Background: an optimization exercise with open tools, aiming at a short achievable clock period and few clock cycles. Do not read the settings as production practice. Only simulation tests tie the RTL to the original design; equivalence was not proved. No activity file was given, so power comes from the tool's default toggle rates.

File: flow/run.sh
#!/bin/bash
# synth_recipe.tcl (not shown) runs the flow's synth.tcl, then flattens the netlist and writes it again
# the make line also repeats each setting of config.mk as NAME=value (left out here)
make -C /OpenROAD-flow-scripts/flow DESIGN_CONFIG=/design/flow/config.mk WORK_HOME=/design/flow/orfs CLKGATE_MAP_FILE= SYNTH_SCRIPT=/design/flow/synth_recipe.tcl finish
File: flow/config.mk
export PLATFORM = sky130hd
export DESIGN_NAME = cpu
export DESIGN_NICKNAME = cpu
export VERILOG_FILES = /design/flow/design.v
export SDC_FILE = /design/flow/constraint.sdc
export NUM_CORES = 4
export LEC_CHECK = 0
export ABC_CLOCK_PERIOD_IN_PS = 3000
export CAP_MARGIN = 20
export CORE_MARGIN = 2
export CORE_UTILIZATION = 40
export SETUP_SLACK_MARGIN = 5
export SLEW_MARGIN = 20
File: flow/constraint.sdc
create_clock -name core_clock -period 10.0 [get_ports {clk}]
set_input_delay 2.0000 -clock core_clock [delete_from_list [all_inputs] [get_ports {clk}]]
set_output_delay 2.0000 -clock core_clock [all_outputs]
set_load 0.01 [all_outputs]
File: flow/design.v
`default_nettype wire
module cpu #(
  parameter PC_INITIAL = 12'h0F
)
(
  input clk,
  input rst,
  output reg mem_write,
  output reg [31:0] to_mem,
  output reg [11:0] mem_addr,
  input [31:0] from_mem,
  output reg halted
);
  reg [31:0] rf [0:15];
  reg [31:0] res;       
  reg        cflag;     
  reg        pk_fetch;  
  reg        pk_load;   
  reg        d_valid;   
  reg        ld_data;   
  reg [11:0] pc_d;      
  reg [11:0] fpc;       
  reg [15:0] ld_rd;     
  reg        ir_valid;
  reg        ir_ldimm, ir_ldmem, ir_st, ir_br, ir_xor, ir_add, ir_rot, ir_shf,
             ir_hlt, ir_cmp, ir_we;
  reg        ir_s;
  reg [2:0]  ir_cc;
  reg [11:0] ir_src, ir_dst;
  reg [15:0] ir_rd, ir_rs;
  reg [4:0]  ir_amt;    
  reg [31:0] ir_mask;   
  wire [3:0]  d_op  = from_mem[31:28];
  wire        d_s   = from_mem[27];
  wire [11:0] d_src = from_mem[23:12];
  wire [11:0] d_dst = from_mem[11:0];
  wire d_is_ld  = (d_op == 4'b0001);
  wire d_is_st  = (d_op == 4'b0010);
  wire d_is_br  = (d_op == 4'b0011);
  wire d_is_xor = (d_op == 4'b0100);
  wire d_is_add = (d_op == 4'b0101);
  wire d_is_rot = (d_op == 4'b0110);
  wire d_is_shf = (d_op == 4'b0111);
  wire d_is_hlt = (d_op == 4'b1000);
  wire d_is_cmp = (d_op == 4'b1001);
  wire [15:0] d_rd1h = 16'b1 << d_dst[3:0];
  wire [15:0] d_rs1h = 16'b1 << d_src[3:0];
  wire        d_right = !d_src[11];
  wire [11:0] d_neg   = -d_src;
  wire [11:0] d_mag   = d_right ? d_src : d_neg;
  wire [4:0]  d_k     = (d_mag > 12'd16) ? 5'd16 : d_mag[4:0];
  wire [4:0]  d_amt   = d_right ? d_k : (5'd0 - d_k);
  wire [31:0] d_mask  = d_right ? (32'hFFFFFFFF >> d_k) : (32'hFFFFFFFF << d_k);
  reg [31:0] a_val, rs_val;
  integer k;
  always @(*) begin
    a_val = 32'b0;
    rs_val = 32'b0;
    for (k = 0; k < 16; k = k + 1) begin
      a_val  = a_val  | ({32{ir_rd[k]}} & rf[k]);
      rs_val = rs_val | ({32{ir_rs[k]}} & rf[k]);
    end
  end
  wire [31:0] imm   = {{20{ir_src[11]}}, ir_src};
  wire [31:0] b_val = ir_s ? imm : rs_val;
  wire [31:0] sum;
  wire        carry;
  prefix_add32 adder(.a(a_val), .b(b_val), .s(sum), .co(carry));
  wire [31:0] rot = (a_val >> ir_amt) | (a_val << (6'd32 - {1'b0, ir_amt}));
  wire [31:0] result = ({32{ir_ldimm}} & b_val)
                     | ({32{ir_xor}}   & (a_val ^ b_val))
                     | ({32{ir_add}}   & sum)
                     | ({32{ir_rot}}   & rot)
                     | ({32{ir_shf}}   & rot & ir_mask)
                     | ({32{ir_cmp}}   & ~b_val);
  wire f_p = ^res;
  wire f_e = !res[0];
  wire f_n = res[31];
  wire f_z = (res == 32'b0);
  reg cond;
  always @(*) begin
    case (ir_cc)
      3'd0: cond = 1'b1;
      3'd1: cond = f_p;
      3'd2: cond = f_e;
      3'd3: cond = cflag;
      3'd4: cond = f_n;
      3'd5: cond = f_z;
      3'd6: cond = !cflag;
      default: cond = !f_n;
    endcase
  end
  wire stall   = pk_load | ld_data;            
  wire e_go    = ir_valid & !stall & !halted;
  wire e_taken = e_go & ir_br & cond;
  wire e_store = e_go & ir_st;
  wire e_load  = e_go & ir_ldmem;
  wire e_halt  = e_go & ir_hlt;
  wire squash  = e_taken | e_halt;
  wire d_ok     = d_valid & !halted & !squash;
  wire ir_free  = !ir_valid | e_go;
  wire d_issue  = d_ok & d_is_ld & !d_s & ir_free & !e_store & !e_load & !stall;
  wire d_accept = d_ok & !d_issue & ir_free;
  wire d_replay = d_ok & !d_issue & !ir_free;
  always @(posedge clk) begin
    if (rst) begin
      mem_addr  <= PC_INITIAL;
      mem_write <= 1'b0;
      pk_fetch  <= 1'b1;
      pk_load   <= 1'b0;
      d_valid   <= 1'b0;
      ld_data   <= 1'b0;
      fpc       <= PC_INITIAL + 12'd1;
      ir_valid  <= 1'b0;
      halted    <= 1'b0;
    end else begin
      d_valid <= pk_fetch & !squash & !d_replay & !halted;
      ld_data <= pk_load;
      pc_d    <= mem_addr;
      if (e_halt)
        halted <= 1'b1;
      mem_write <= 1'b0;
      pk_fetch  <= 1'b0;
      pk_load   <= 1'b0;
      if (halted | e_halt) begin
      end else if (e_taken) begin
        mem_addr <= ir_dst;
        fpc      <= ir_dst + 12'd1;
        pk_fetch <= 1'b1;
      end else if (e_store) begin
        mem_addr  <= ir_dst;
        to_mem    <= b_val;
        mem_write <= 1'b1;
      end else if (e_load) begin
        mem_addr <= ir_src;
        pk_load  <= 1'b1;
        ld_rd    <= ir_rd;
      end else if (d_issue) begin
        mem_addr <= d_src;
        pk_load  <= 1'b1;
        ld_rd    <= d_rd1h;
      end else if (d_replay) begin
        mem_addr <= pc_d;
        fpc      <= pc_d + 12'd1;
        pk_fetch <= 1'b1;
      end else begin
        mem_addr <= fpc;
        fpc      <= fpc + 12'd1;
        pk_fetch <= 1'b1;
      end
      if (d_accept) begin
        ir_valid <= 1'b1;
        ir_ldimm <= d_is_ld & d_s;
        ir_ldmem <= d_is_ld & !d_s;
        ir_st    <= d_is_st;
        ir_br    <= d_is_br;
        ir_xor   <= d_is_xor;
        ir_add   <= d_is_add;
        ir_rot   <= d_is_rot;
        ir_shf   <= d_is_shf;
        ir_hlt   <= d_is_hlt;
        ir_cmp   <= d_is_cmp;
        ir_we    <= (d_is_ld & d_s) | d_is_xor | d_is_add | d_is_rot | d_is_shf | d_is_cmp;
        ir_s     <= d_s;
        ir_cc    <= from_mem[26:24];
        ir_src   <= d_src;
        ir_dst   <= d_dst;
        ir_rd    <= d_rd1h;
        ir_rs    <= d_rs1h;
        ir_amt   <= d_amt;
        ir_mask  <= d_mask;
      end else if (ir_free) begin
        ir_valid <= 1'b0;
      end
    end
  end
  always @(posedge clk) begin
    if (!rst) begin
      if (ld_data) begin
        res   <= from_mem;
        cflag <= 1'b0;
      end else if (e_go & ir_we) begin
        res   <= result;
        cflag <= ir_add & carry;
      end else if (e_go & ir_st) begin
        res   <= 32'd3;
        cflag <= 1'b0;
      end
    end
  end
  genvar g;
  generate
    for (g = 0; g < 16; g = g + 1) begin : regs
      always @(posedge clk) begin
        if (!rst) begin
          if (ld_data & ld_rd[g])
            rf[g] <= from_mem;
          else if (e_go & ir_we & ir_rd[g])
            rf[g] <= result;
        end
      end
    end
  endgenerate
endmodule
module prefix_add32(
  input [31:0] a,
  input [31:0] b,
  output [31:0] s,
  output co
);
  wire [31:0] g0 = a & b;
  wire [31:0] p0 = a ^ b;
  wire [31:0] g [0:5];
  wire [31:0] p [0:5];
  assign g[0] = g0;
  assign p[0] = p0;
  genvar i, j;
  generate
    for (i = 0; i < 5; i = i + 1) begin : lvl
      for (j = 0; j < 32; j = j + 1) begin : col
        if (j >= (1 << i)) begin : cmb
          assign g[i+1][j] = g[i][j] | (p[i][j] & g[i][j - (1 << i)]);
          assign p[i+1][j] = p[i][j] & p[i][j - (1 << i)];
        end else begin : pass
          assign g[i+1][j] = g[i][j];
          assign p[i+1][j] = p[i][j];
        end
      end
    end
  endgenerate
  assign s  = p0 ^ {g[5][30:0], 1'b0};
  assign co = g[5][31];
endmodule
==> results of run 1 <==
==> power by group <==
group,switching (mW),internal [mW]
Combinational,1.26,0.759
Clock,1.34,1.63
Sequential,0.0845,3.63
==> repair_timing <==
item                       4_1_cts  5_1_grt
cloned                          14        7
setup buffers                   88       29
setup endpoints to repair      520      369
pin swaps                       43       49
gates resized for setup        240      149
==> metal layers <==
metal | global-route usage, % | wire, um | part of all wire [%] | vias to the layer above
met1 | 43.1 | 71600 | 34 | 19600
met5 | 0.792 | 95 | 0.046 | -
met3 | 11.5 | 31700 | 15 | 1108
met4 | 23.7 | 18000 | 8.6 | 8
li1 | - | - | - | 16000
met2 | 51.1 | 87300 | 42 | 3819
==> layout make-up <==
type / instances / area (sq um)
clock buffer: 102 / 2180
inverter: 104 / 393
tap: 1488 / 1860
fill: 9939 / 58200
antenna: 4 / 10.0
sequential: 744 / 22000
timing repair buffer: 372 / 3840
multi-input combinational: 2832 / 22100
clock inverter: 42 / 339
==> worst paths after layout <==
kind | endpoint | cells after the start | start
worst max-delay path | rf[12][29] | 18 | ir_rs[12]
worst min-delay path | d_valid | 1 | pk_fetch
worst max register to register | rf[12][29] | 18 | ir_rs[12]
worst min register to register | d_valid | 1 | pk_fetch
==> worst reg2reg max path, stage by stage, from the launching register on <==
cell and delay [ns]:
sky130_fd_sc_hd__edfxtp_1 0.51, sky130_fd_sc_hd__buf_4 0.19, sky130_fd_sc_hd__buf_4 0.14, sky130_fd_sc_hd__buf_6 0.19
sky130_fd_sc_hd__a221oi_2 0.27, sky130_fd_sc_hd__nand4_1 0.58, sky130_fd_sc_hd__mux2_4 0.54, sky130_fd_sc_hd__ha_4 0.26
sky130_fd_sc_hd__o21a_1 0.20, sky130_fd_sc_hd__o21a_1 0.11, sky130_fd_sc_hd__a311o_1 0.38, sky130_fd_sc_hd__a221oi_4 0.30
sky130_fd_sc_hd__o21ai_4 0.13, sky130_fd_sc_hd__a41oi_4 0.27, sky130_fd_sc_hd__o21a_2 0.19, sky130_fd_sc_hd__o2111ai_4 0.21
sky130_fd_sc_hd__buf_4 0.26, sky130_fd_sc_hd__buf_16 0.13, sky130_fd_sc_hd__mux2_2 0.25
==> Yosys cell counts (7+ instances only) <==
library cell / count
sky130_fd_sc_hd__a211oi_1: 16
sky130_fd_sc_hd__inv_1: 99
sky130_fd_sc_hd__buf_1: 27
sky130_fd_sc_hd__a221oi_1: 158
sky130_fd_sc_hd__nand4_1: 43
sky130_fd_sc_hd__and4_1: 33
sky130_fd_sc_hd__buf_4: 9
sky130_fd_sc_hd__maj3_1: 7
sky130_fd_sc_hd__a32oi_1: 7
sky130_fd_sc_hd__ha_1: 53
sky130_fd_sc_hd__a22o_1: 161
sky130_fd_sc_hd__o22ai_1: 16
sky130_fd_sc_hd__buf_2: 68
sky130_fd_sc_hd__edfxtp_1: 713
sky130_fd_sc_hd__o221ai_1: 24
sky130_fd_sc_hd__mux2i_1: 112
sky130_fd_sc_hd__or2_2: 11
sky130_fd_sc_hd__xor2_1: 25
sky130_fd_sc_hd__or3_1: 8
sky130_fd_sc_hd__a222oi_1: 24
sky130_fd_sc_hd__a31oi_1: 43
sky130_fd_sc_hd__a21o_1: 32
sky130_fd_sc_hd__o21ai_0: 95
sky130_fd_sc_hd__o31ai_1: 13
sky130_fd_sc_hd__nand2_1: 256
sky130_fd_sc_hd__a22oi_1: 187
sky130_fd_sc_hd__o21a_1: 7
sky130_fd_sc_hd__o21ai_1: 8
sky130_fd_sc_hd__and2_1: 43
sky130_fd_sc_hd__o211ai_1: 23
sky130_fd_sc_hd__dfxtp_1: 31
sky130_fd_sc_hd__a21oi_1: 362
sky130_fd_sc_hd__xnor2_1: 40
sky130_fd_sc_hd__a2111oi_0: 19
sky130_fd_sc_hd__nand3_1: 58
sky130_fd_sc_hd__mux4_2: 46
sky130_fd_sc_hd__nor3_1: 41
sky130_fd_sc_hd__mux2_2: 301
sky130_fd_sc_hd__a31o_2: 7
sky130_fd_sc_hd__clkbuf_1: 320
sky130_fd_sc_hd__nor2b_1: 22
sky130_fd_sc_hd__nand2b_1: 19
sky130_fd_sc_hd__buf_6: 18
sky130_fd_sc_hd__nor2_1: 388
sky130_fd_sc_hd__and3_1: 14
==> sequential cells by signal, indices dropped and copies added, names as in the netlist, 16 cells and up <==
register / count
ir_mask: 32
ir_rs: 16
to_mem: 32
res: 32
ir_rd: 16
ld_rd: 16
rf: 512
==> metrics by stage <==
step	instance area, sq um	power (mW)	setup WS [ns]	util, %
floorplan	44900	4.80	5.05	-
global placement	47100	5.39	3.64	42.4
detailed placement	47100	5.41	3.77	42.4
CTS	51700	8.49	4.82	46.6
global route	52800	8.86	4.69	47.6
finish	52800	8.70	4.64	47.6
==> cell families after synthesis <==
| group | count (synthesis) |
|---|---|
| adders and majority gates | 63 |
| DFF | 744 |
| buffers and inverters | 547 |
| xor gates and xnor gates | 65 |
| and+or+nand+nor | 961 |
| AOI/OAI and AO/OA | 1273 |
| muxes | 464 |
==> key figures, run 1 <==
Worst setup path
  – Max incr delay on CP: approximately 0.58 ns
  – WS Path Type: reg -> reg
  – Standard cell with the maximum stage delay on the critical path: sky130_fd_sc_hd__nand4_1
  – Maximum net fanout on the critical path: 12
  – Critical path buffers and inverters: 5
  – Cell chain of the critical path: buf_4 -> buf_4 -> buf_6 -> a221oi_2 -> nand4_1 -> mux2_4 -> ha_4 -> o21a_1 -> o21a_1 -> a311o_1 -> a221oi_4 -> o21ai_4 -> a41oi_4 -> o21a_2 -> o2111ai_4 -> buf_4 -> buf_16 -> mux2_2
  – Setup slack on the worst flop-to-flop path: ~4.6 ns
  – Cell seen most often among critical-path stages: sky130_fd_sc_hd__buf_4
  – CP Data Arrival Time: about 5.8 ns
  – Worst Setup End Kind: flop
  – Startpoint kind of the worst setup timing path: flop
  – Required @ worst endpoint: ~10 ns
  – Cell family with most CP delay: compound AO/OA/AOI/OAI gates

Placed design
  – PortBufs: ~80
  – Cell Count Post-Placement: around 5,400
  – HPWL after detailed placement: between 100 and 150 mm
  – Placer Congestion: about 1

Clock tree
  – Clock H-tree levels: 3
  – Clock-pin slew on the worst setup and hold paths: ~0.060 ns
  – Number of buffers created by CTS: slightly above 80
  – Hold-fix buffers, CTS: 0
  – Clock tree from TritonCTS: done
  – Library cell used as clock root buffer: sky130_fd_sc_hd__clkbuf_16
  – Clock Sinks: between 700 and 800
  – Max clock buf depth: 3
  – Clock latency on the worst-skew pair: a little under 0.7 ns

Yosys
  – Fraction of the mapped netlist area in compound gates: ~20%
  – Post-Syn Nets: 4,205
  – Post-Synthesis Cells: ~4,100
  – Post-Synth Simple-Gate Area: about a tenth
  – Adder-cell share of the synthesized area: between 1.5 and 2%
  – Post-Synthesis Mean Instance Area: around 11 sq um
  – Parity-gate share of the synthesized area counting xor and xnor cells: under 10%
  – Dominant register cell in the synthesized netlist: sky130_fd_sc_hd__edfxtp_1
  – Cell accounting for the most synthesized area: sky130_fd_sc_hd__edfxtp_1
  – Total standard cell area after synthesis: 44,900 sq um
  – Fraction of synthesized cell area taken by the top area cell type: 47.7%
  – Flop and latch count out of synthesis: around 740
  – Main combinational cell family by area after synthesis: compound AO/OA/AOI/OAI gates
  – Share of flip-flops with an asynchronous set or reset: 0%
  – Count of different cell masters after synthesis: between 100 and 150
  – Largest cells by area after synthesis: sky130_fd_sc_hd__edfxtp_1 (48%), sky130_fd_sc_hd__mux2_2 (7.6%), sky130_fd_sc_hd__a21oi_1 (4.0%), sky130_fd_sc_hd__nor2_1 (3.2%), sky130_fd_sc_hd__a22o_1 (3.1%)
  – Number of synthesis warnings: 3
  – Multiplexer share of the synthesized area: around 13%
  – Number of flops mapped to enable cells by yosys: just over 700
  – Part of the Yosys area used for sequential elements: just under 50%

Finish
  – Most used cells in the layout excluding fill and tap cells: sky130_fd_sc_hd__edfxtp_1 (713), sky130_fd_sc_hd__nor2_1 (363), sky130_fd_sc_hd__a21oi_1 (328), sky130_fd_sc_hd__mux2_2 (249), sky130_fd_sc_hd__nand2_1 (237)
  – Layout cell share with drive strength beyond 1: 24.1%
  – Most common cell after layout, fill and taps aside: sky130_fd_sc_hd__edfxtp_1
  – Signed area change from the synthesized netlist to the final layout: 17.7%
  – Non-filler instance count after layout: between 5,000 and 6,000
  – Count of nets after finishing: approximately 4,200

Floorplan
  – Y dimension of the die: 339 um
  – Cell Rows: 122
  – Number of I/O pins: 80
  – Total die area: approximately 110,000 sq um
  – Floorplan Core Area: approximately 110,000 sq um
  – Die span in x: 339 um
  – Starting utilization of the core area: approximately two fifths

Timing
  – Fmax achieved: 187 MHz
  – Worst setup skew after layout: approximately 0.039 ns
  – Setup violators final: 0
  – Slew headroom: a little under a fifth
  – Slew at the pin with the worst max-slew slack: around 1.2 ns
  – Slew Viols, Final: 0
  – Total negative setup slack: 0 ns
  – RSZ-0062 raised after global routing: yes
  – Worst slack on hold paths: roughly 0.46 ns
  – Final min period: ~5.4 ns
  – Final cycle utilization of the critical path: 53.6%
  – Final hold vios: 0

GRT
  – Initial antenna violation count: 11
  – Total Routing Usage GR: about a third
  – Largest net degree at the start of global routing: 69
  – Wire length of the first global-routing pass: around 290 mm
  – Via count of the first global-routing pass: roughly 38,000
  – Total global routing overflow: 0

Run status
  – Run status: timing/DRC/antenna clean

Power and ir drop
  – Pleak: roughly 18 nW
  – Ratio of total power to cell area: about 160 nW/um^2
  – Worst voltage drop across the vdd grid: 0.113 mV

Hold path
  – Type of the tightest min-delay check: reg -> reg

Drt
  – Overall routed net length: 209 mm
  – Detailed Route Iter0 Violations: approximately 8,400
  – First-pass iteration count of the detailed router: 10
  – ANT nets after route: 0
  – Via count: 40,600
  – Via/cell ratio: roughly 7.1
  – Average wire per cell in the routed design: ~37 um
  – Post-detailed-route DRC marker count: 0

Flow run
  – Maximum Capacitance Violations: 0
Testbench counts, summed over its fixed seeds: cycles 89,550.
==> inputs of run 2 (changes only) <==
--- a/flow/config.mk
+++ b/flow/config.mk
@@ -9,5 +9,4 @@
 export CAP_MARGIN = 20
 export CORE_MARGIN = 2
 export CORE_UTILIZATION = 40
-export SETUP_SLACK_MARGIN = 5
 export SLEW_MARGIN = 20
==> run 2 against run 1 <==
Compared with the run above:
- synthesized cell count unchanged
- flip-flop and latch count unchanged
- clock skew decreased by 0.0034 ns
- cell count decreased by 2.3%
- sequential power about the same
- first-iteration DRC count decreased by 13%
- area after synthesis unchanged
- critical path type unchanged
- cell area decreased by 5.3%
- critical path depth decreased by 3
- highest routed layer unchanged
- via count decreased by 3.8%
==> key figures, run 2 <==
Drt
  – Via count: roughly 39,000
  – Average wire per cell in the routed design: between 30 and 40 um
  – Post-detailed-route DRC marker count: 0
  – ANT nets after route: 0
  – Via/cell ratio: 7.03
  – Detailed Route Iter0 Violations: 7,336
  – First-pass iteration count of the detailed router: 9
  – Overall routed net length: 201 mm

Clock tree
  – Clock-pin slew on the worst setup and hold paths: approximately 0.06 ns
  – Clock Sinks: roughly 740
  – Max clock buf depth: 3
  – Number of buffers created by CTS: 82
  – Hold-fix buffers, CTS: 0
  – Number of buffers added for setup after CTS: 0
  – Library cell used as clock root buffer: sky130_fd_sc_hd__clkbuf_16
  – Post-cts repair resize count: 0
  – Clock latency on the worst-skew pair: 0.67 ns
  – Clock tree from TritonCTS: done
  – Clock H-tree levels: 3

Timing
  – Fmax achieved: approximately 150 MHz
  – Worst setup skew after layout: about 0.036 ns
  – Slew at the pin with the worst max-slew slack: about 1.4 ns
  – Final min period: 6.69 ns
  – RSZ-0062 raised after global routing: no
  – Worst slack on hold paths: ~0.48 ns
  – Setup violators final: 0
  – Final cycle utilization of the critical path: between 60% and 70%
  – Final hold vios: 0
  – Slew headroom: between 7 and 8%
  – Slew Viols, Final: 0
  – Total negative setup slack: 0 ns
  – Smallest setup slack after layout: approximately 3.3 ns

Power and ir drop
  – Internal Dissipation: slightly above 6 mW
  – Combinational share of power: approximately 20%
  – Total power: approximately 8.8 mW
  – Pleak: 16.6 nW
  – Ratio of total power to cell area: between 150 and 200 nW/um^2
  – Part of the total power dissipated in the clock network: a little under two fifths
  – Net switching component of the power: ~2.6 mW
  – Worst voltage drop across the vdd grid: between 0.1 and 0.15 mV
  – Sw Share: approximately 30%
  – Share of power burned in registers: between 40% and 50%

Yosys
  – Post-Synthesis Cells: 4,117
  – Part of the Yosys area used for sequential elements: approximately half
  – Fraction of synthesized cell area taken by the top area cell type: 47.7%
  – Count of different cell masters after synthesis: 101
  – Commonest cells in the netlist: sky130_fd_sc_hd__edfxtp_1 (713), sky130_fd_sc_hd__nor2_1 (388), sky130_fd_sc_hd__a21oi_1 (362)
  – Largest cells by area after synthesis: sky130_fd_sc_hd__edfxtp_1 (48%), sky130_fd_sc_hd__mux2_2 (7.6%), sky130_fd_sc_hd__a21oi_1 (4.0%), sky130_fd_sc_hd__nor2_1 (3.2%), sky130_fd_sc_hd__a22o_1 (3.1%)
  – Number of synthesis warnings: 3
  – Total standard cell area after synthesis: 44,900 sq um
  – Number of flops mapped to enable cells by yosys: between 700 and 800
  – Post-Syn Nets: 4,205
  – Post-Synthesis Mean Instance Area: between 10 and 15 sq um
  – Dominant register cell in the synthesized netlist: sky130_fd_sc_hd__edfxtp_1
  – Flop and latch count out of synthesis: about 740
  – Share of flip-flops with an asynchronous set or reset: 0%
  – Cell accounting for the most synthesized area: sky130_fd_sc_hd__edfxtp_1
  – Most frequent cell after synthesis: sky130_fd_sc_hd__edfxtp_1

Floorplan
  – Starting utilization of the core area: between 40 and 50%
  – Floorplan Core Area: ~110,000 sq um
  – Cell Rows: approximately 120
  – Y dimension of the die: about 340 um
  – Die span in x: 339 um
  – Total die area: around 110,000 sq um
  – Number of I/O pins: 80

Finish
  – End-of-flow core utilization: 45.1%
  – Signed area change from the synthesized netlist to the final layout: 11.5%
  – Count of filler cells inserted in the layout: just over 10,000
  – Non-filler instance count after layout: between 5,000 and 6,000
  – Largest register FFs: 512
  – Reg with most FFs: rf
  – Post-route cell area: around 50,000 sq um
  – Count of nets after finishing: around 4,100
  – Most common cell after layout, fill and taps aside: sky130_fd_sc_hd__edfxtp_1
  – Layout cell share with drive strength beyond 1: between 10% and 20%
  – Most used cells in the layout excluding fill and tap cells: sky130_fd_sc_hd__edfxtp_1 (713), sky130_fd_sc_hd__nor2_1 (369), sky130_fd_sc_hd__a21oi_1 (360), sky130_fd_sc_hd__mux2_2 (301), sky130_fd_sc_hd__nand2_1 (240)

Placed design
  – HPWL after detailed placement: approximately 120 mm
  – Cell Count Post-Placement: approximately 5,400
  – Post-Place Setup Slack: 3.42 ns
  – Placer Congestion: between 1 and 1.5
  – PortBufs: 79
  – DP Area: roughly 47,000 sq um

Worst setup path
  – Worst Setup End Kind: flop
  – WS Path Type: reg -> reg
  – Startpoint kind of the worst setup timing path: flop
  – CP Data Arrival Time: 7.10 ns
  – Standard cell with the maximum stage delay on the critical path: sky130_fd_sc_hd__nor3_1
  – Maximum net fanout on the critical path: 24
  – Max incr delay on CP: 1.05 ns
  – Cell chain of the critical path: buf_4 -> a22oi_1 -> nand4_1 -> nor3_1 -> a21oi_1 -> ha_1 -> a21o_1 -> a21oi_1 -> o21bai_1 -> nand4_1 -> a31oi_1 -> a2111oi_0 -> nor4_1 -> nand3b_1 -> mux2_2
  – Required @ worst endpoint: 10.41 ns

GRT
  – Total Routing Usage GR: between 30% and 40%
  – Via count of the first global-routing pass: 36,900
  – Largest net degree at the start of global routing: just under 70
  – Wire length of the first global-routing pass: 280 mm
  – Total global routing overflow: 0
  – Initial antenna violation count: 5

Flow run
  – Maximum Capacitance Violations: 0

Hold path
  – Type of the tightest min-delay check: reg -> reg

Run status
  – Run status: timing/DRC/antenna clean
==> run 2: final timing paths <==
path,start,slack (ns),end,cells past startpoint
min,mem_addr[9],0.48,pc_d[9],0
max reg2reg,ir_rs[11],3.31,rf[5][28],15
min reg2reg,mem_addr[9],0.48,pc_d[9],0
max,ir_rs[11],3.31,rf[5][28],15
==> run 2: kinds of logic after synthesis <==
logic type / after synthesis / share of synthesized area (%)
AO/OA/AOI/OAI: 1273 / 20.3
XOR/XNOR: 65 / 1.27
adder cells (fa/ha/maj): 63 / 1.73
buffers and inverters: 547 / 5.15
flip-flops: 744 / 49.1
multiplexers: 464 / 12.5
AND/OR/NAND/NOR: 961 / 9.88
==> run 2: final cells by class <==
cell class	instances	area, sq um	share of cell area (%)
sequential	744	22000	44.0
multi-input combinational	2826	20800	41.6
clock buffer	92	2160	4.32
timing repair buffer	243	2020	4.04
tap	1488	1860	3.72
clock inverter	60	753	1.51
inverter	104	390	0.780
antenna	1	2.50	0.00500
==> run 2: per-layer routing <==
metal	up-vias	share of wire (%)	global-route usage [%]
li1	15800	-	-
met1	18900	35	41.8
met2	3517	43	51.4
met3	892	14	11.1
met4	2	7.4	20.5
met5	-	0.0065	0
==> run 2: power by group through the flow <==
| stage | Sequential (mW) | Clock, mW | Combinational (mW) |
|---|---|---|---|
| global route | 3.72 | 3.48 | 1.79 |
| global placement | 3.78 | 0 | 1.63 |
| detailed placement | 3.78 | 0 | 1.64 |
| finish | 3.72 | 3.35 | 1.72 |
| CTS | 3.71 | 3.36 | 1.65 |
| floorplan | 3.75 | 0 | 1.06 |
==> run 2: worst max-delay path, delay by kind of cell (launching register included) <==
family	cells	cell delay, ns
fa+ha+maj	1	0.39
simple gates	5	2.05
mux	1	0.53
compound gates	7	2.32
flops	1	0.69
buf+inv	1	0.45

## afterwards: timing with drivers on the ports
The results above use ideal ports. As a check the final layouts listed here were re-extracted and re-timed, cells and wires unchanged.
Step 1 assumes that a clkbuf_16 drives the clock port and a buf_2 every other input.
Step 2 adds t to the input delays and takes it off the output delays; t is the mean of the earliest and latest rising clock arrival at the registers after step 1. Input paths then give back, and output paths get back, about the clock's delay inside the block.
Three values: ideal ports, drivers, drivers and shift; two values: the first two.
run | t (ns) | slack for setup (ns) | slew at the worst register clock pin (ns) | pins driven straight from the clock port
run 1 | 0.738 | 4.639 / 4.639 / 4.367 | 0.07 / 0.07 | 1
run 2 | 0.725 | 3.305 / 3.305 / 3.305 | 0.08 / 0.08 | 1
After both steps setup and hold are still met in every run listed. For run 1, which loses most, drivers alone change the setup slack by 0.000 ns; drivers and shift together by -0.272 ns.
